Context: an optimization exercise on an open-source flow, tuned for small area. The choices shown serve that exercise and are no tape-out recipe. In this exercise RTL edits were held to simulation tests only and were not proved equivalent to the original.

// top
module top
  (
    input clk,
    input rstn,
    input en,
    input [15 : 0] xin,
    output y
  );
  integer i;
  function [23 : 0] add24;
    input [23 : 0] a;
    input [23 : 0] b;
    input ci;
    integer k;
    reg c;
    begin
      c = ci;
      for (k = 0; k < 24; k = k + 1)
      begin
        add24[k] = a[k] ^ b[k] ^ c;
        c = (a[k] & b[k]) | (c & (a[k] ^ b[k]));
      end
    end
  endfunction
  function geu16;
    input [15 : 0] a;
    input [15 : 0] b;
    integer k;
    reg c;
    begin
      c = 1'b1;
      for (k = 0; k < 16; k = k + 1)
        c = (a[k] & ~b[k]) | (c & (a[k] | ~b[k]));
      geu16 = c;
    end
  endfunction
  function ges16;
    input [15 : 0] a;
    input [15 : 0] b;
    begin
      ges16 = geu16({~a[15], a[14 : 0]}, {~b[15], b[14 : 0]});
    end
  endfunction
  function gec16;
    input [15 : 0] a;
    input [15 : 0] b;
    input ci;
    integer k;
    reg c;
    reg [15 : 0] x;
    reg [15 : 0] z;
    begin
      x = {~a[15], a[14 : 0]};
      z = {~b[15], b[14 : 0]};
      c = ci;
      for (k = 0; k < 16; k = k + 1)
        c = (x[k] & ~z[k]) | (c & (x[k] | ~z[k]));
  ...
Settings: LEC_CHECK=0, ABC_AREA=1, CAP_MARGIN=20, CORE_MARGIN=2, CORE_UTILIZATION=65, CTS_CLUSTER_DIAMETER=90, CTS_CLUSTER_SIZE=24, SLEW_MARGIN=20; clock period 80.0 ns.
standard.sh (not shown) runs the stock make flow with config.mk's settings and CLKGATE_MAP_FILE= SYNTH_SCRIPT=/design/flow/synth_recipe.tcl, a recipe that flattens the netlist after the stock synthesis.
==> flow/flow/run.sh <==
#!/bin/bash
# Standard layout, except that synthesis maps the logic with an area-oriented
# ABC script (flow/abc_area.script).  Yosys, its register handling and every
# later step are the standard ones: synthesis runs with a copy of the ORFS
# scripts folder that differs only in abc_area.script, and the remaining
# steps run with the stock scripts.
set -euo pipefail
here=$(pwd)
rm -rf "$here/synth_scripts"
cp -r "$FLOW_HOME/scripts" "$here/synth_scripts"
cp "$here/flow/abc_area.script" "$here/synth_scripts/abc_area.script"
SCRIPTS_DIR="$here/synth_scripts" bash standard.sh synth > "$here/synth.log" 2>&1
bash standard.sh > "$here/layout.log" 2>&1
==> flow/flow/abc_area.script <==
strash
dc2
dch -f
amap -m -F 2 -A 8
topo
stime -c
Then changed:
--- a/flow/design.v
+++ b/flow/design.v
@@ -248,18 +248,18 @@
         st_f <= 0;
     end
   end
   always @(posedge clk)
   begin
     if (en && a1_gt_a2 && a1_ge_a0 && (c200i == 0 || a1_gt_pk))
       peak_i <= a1;
   end
-  wire [23 : 0] c200i_inc = add24({18'd0, c200i}, 24'd0, 1'b1);
-  wire [23 : 0] c200f_inc = add24({18'd0, c200f}, 24'd0, 1'b1);
+  wire [5 : 0] c200i_inc = {c200i[4 : 0], c200i[5] ^ c200i[4]};
+  wire [5 : 0] c200f_inc = {c200f[4 : 0], c200f[5] ^ c200f[4]};
   wire [23 : 0] rrc_inc = add24({8'd0, rrc}, 24'd0, 1'b1);
   always @(posedge clk or negedge rstn)
   begin
     if (!rstn)
     begin
       c200i <= 0;
       fl200i <= 0;
       c200f <= 0;
@@ -271,34 +271,34 @@
       begin
         c200i <= 1;
         fl200i <= 0;
       end
       else if (en)
       begin
         if (c200i == 0)
           fl200i <= 0;
-        else if (c200i == 40)
+        else if (c200i == 6'h37)
         begin
           c200i <= 0;
           fl200i <= 1;
         end
         else
           c200i <= c200i_inc[5 : 0];
       end
       if (en && st_f)
       begin
         c200f <= 1;
         fl200f <= 0;
       end
       else if (en)
       begin
         if (c200f == 0)
           fl200f <= 0;
-        else if (c200f == 40)
+        else if (c200f == 6'h37)
         begin
           c200f <= 0;
           fl200f <= 1;
         end
         else
           c200f <= c200f_inc[5 : 0];
       end
     end
After rerunning: The new run ran to the end with no violations; synthesized cell count is lower by 0.36%; setup slack is better by 1.3 ns; non-clock buffer count goes up by 1; routed wire length rises by 0.50%; via count fell by 0.79%; maximum frequency increases by 3.5%.

========
top, a different RTL version from the one above (not shown whole).
Size in the first run: about 5800 cells after synthesis, about 1800 flip-flops, roughly 20 I/O pins, roughly 84000 um^2 of cells after synthesis.
clock: 80.0 ns
lec_check: 0
abc_area: 1
cap_margin: 20
core_margin: 2
core_utilization: 65
cts_cluster_diameter: 90
cts_cluster_size: 24
slew_margin: 20
Scripts as last shown in full above: flow/flow/run.sh, flow/flow/abc_area.script
==> next run, changes <==
--- a/flow/design.v
+++ b/flow/design.v
@@ -361,18 +361,16 @@
   wire pf_t1 = gec16(peak_f_best, thrf_1, state[0]);
   wire pi_gt_max = ~ges16(spk_i, peak_i);
   wire pf_gt_max = ~ges16(spk_f, peak_f_best);
   wire pi_gt_sb = ~ges16(peak_i_sb, peak_i);
   wire rr_ge_72 = (|rrc[15 : 7]) | (rrc[6] & (rrc[5] | rrc[4] | rrc[3]));
   wire rr_gt_miss = ~geu16(rrmiss, rrc);
   wire sbi_ge_t2 = ges16(peak_i_sb, thri_2);
   wire sbf_ge_t2 = ges16(peak_f_sb, thrf_2);
-  wire [23 : 0] mean_i = add24({8'd0, npk_i}, {8'd0, peak_i}, 1'b0);
-  wire [23 : 0] mean_f = add24({8'd0, npk_f}, {8'd0, peak_f_best}, 1'b0);
   always @(posedge clk or negedge rstn)
   begin
     if (!rstn)
     begin
       init_thrs <= 0;
       load <= 0;
       npu <= 0;
       spu <= 0;
@@ -460,34 +458,31 @@
         end
       endcase
       if (load == 1)
         load <= 0;
     end
   end
   wire [15 : 0] sel_i = load ? 16'd0 : peak_i;
   wire [15 : 0] sel_f = load ? 16'd0 : peak_f;
-  function [15 : 0] upd8;
-    input [15 : 0] p;
-    input [15 : 0] k;
-    reg [23 : 0] w;
-    reg [23 : 0] b;
-    reg c;
-    begin
-      w = add24(sx16(p), ~sx16(k), 1'b1);                  
-      b = add24({{3{w[23]}}, w[23 : 3]}, sx16(k), 1'b0);    
-      c = b[16] ? (w[2] & (w[1] | w[0])) : w[2];
-      b = add24(b, 24'd0, c);
-      upd8 = b[15 : 0];
-    end
-  endfunction
   wire [15 : 0] base_i = spu ? spk_i : npk_i;
   wire [15 : 0] base_f = spu ? spk_f : npk_f;
-  wire [15 : 0] new_i = upd8(sel_i, base_i);
-  wire [15 : 0] new_f = upd8(sel_f, base_f);
+  wire learn = ~state[1];
+  wire [23 : 0] w_i = add24(sx16(sel_i), ~sx16(base_i), 1'b1);
+  wire [23 : 0] w_f = add24(sx16(sel_f), ~sx16(base_f), 1'b1);
+  wire [23 : 0] b_i = add24(learn ? {8'd0, peak_i} : {{3{w_i[23]}}, w_i[23 : 3]}, sx16(base_i), 1'b0);
+  wire [23 : 0] b_f = add24(learn ? {8'd0, peak_f_best} : {{3{w_f[23]}}, w_f[23 : 3]}, sx16(base_f), 1'b0);
+  wire c_i = b_i[16] ? (w_i[2] & (w_i[1] | w_i[0])) : w_i[2];
+  wire c_f = b_f[16] ? (w_f[2] & (w_f[1] | w_f[0])) : w_f[2];
+  wire [23 : 0] n_i = add24(b_i, 24'd0, c_i);
+  wire [23 : 0] n_f = add24(b_f, 24'd0, c_f);
+  wire [15 : 0] new_i = n_i[15 : 0];
+  wire [15 : 0] new_f = n_f[15 : 0];
+  wire [23 : 0] mean_i = b_i;
+  wire [23 : 0] mean_f = b_f;
   wire [15 : 0] nspk_i = init_thrs ? (spk_i >> 1) : (spu ? new_i : spk_i);
   wire [15 : 0] nnpk_i = init_thrs ? (npk_i >> 3) : (npu ? new_i : npk_i);
   wire [15 : 0] nspk_f = init_thrs ? (spk_f >> 1) : (spu ? new_f : spk_f);
   wire [15 : 0] nnpk_f = init_thrs ? (npk_f >> 3) : (npu ? new_f : npk_f);
   function [31 : 0] thr;
     input [15 : 0] s;
     input [15 : 0] n;
     input init;
Result:
- count of clock-buffer cells in the layout rises by 7
- die area went down by 0.35%
- hold slack gets better by 12 ps
- setup slack loses 140 ps
- final cell count falls by 0.48%
- via count climbs by 0.73%
- cell area goes down by 0.37%

[afterwards: timing with drivers on the ports]
The results above use ideal ports. As a check the final layouts listed here were re-extracted and re-timed, cells and wires unchanged.
Step 1: set_driving_cell puts a clkbuf_16 on clk and a buf_2 on each other input, an assumption about the parent block.
Step 2 adds t to the input delays and takes it off the output delays; t is the mean of the earliest and latest rising clock arrival at the registers after step 1. Input paths then give back, and output paths get back, about the clock's delay inside the block.
a / b / c = no drivers / after step 1 / after step 2; a / b = the first two.
run	shift t [ns]	setup WS [ns]	hold WS [ns]	clock arrival spread, ns	cell pins on the clock port's net
the first run of note 1	0.781	41.392 / 41.392 / 41.392	0.401 / 0.401 / 0.401	0.045 / 0.046	1
the second run of note 1	0.794	42.687 / 42.687 / 42.687	0.406 / 0.406 / 0.406	0.045 / 0.045	1
the first run of note 2	0.807	42.066 / 42.066 / 42.066	0.399 / 0.399 / 0.399	0.087 / 0.086	1
the second run of note 2	0.784	41.922 / 41.922 / 41.922	0.411 / 0.411 / 0.411	0.037 / 0.037	1
After both steps setup and hold are still met in every run listed.
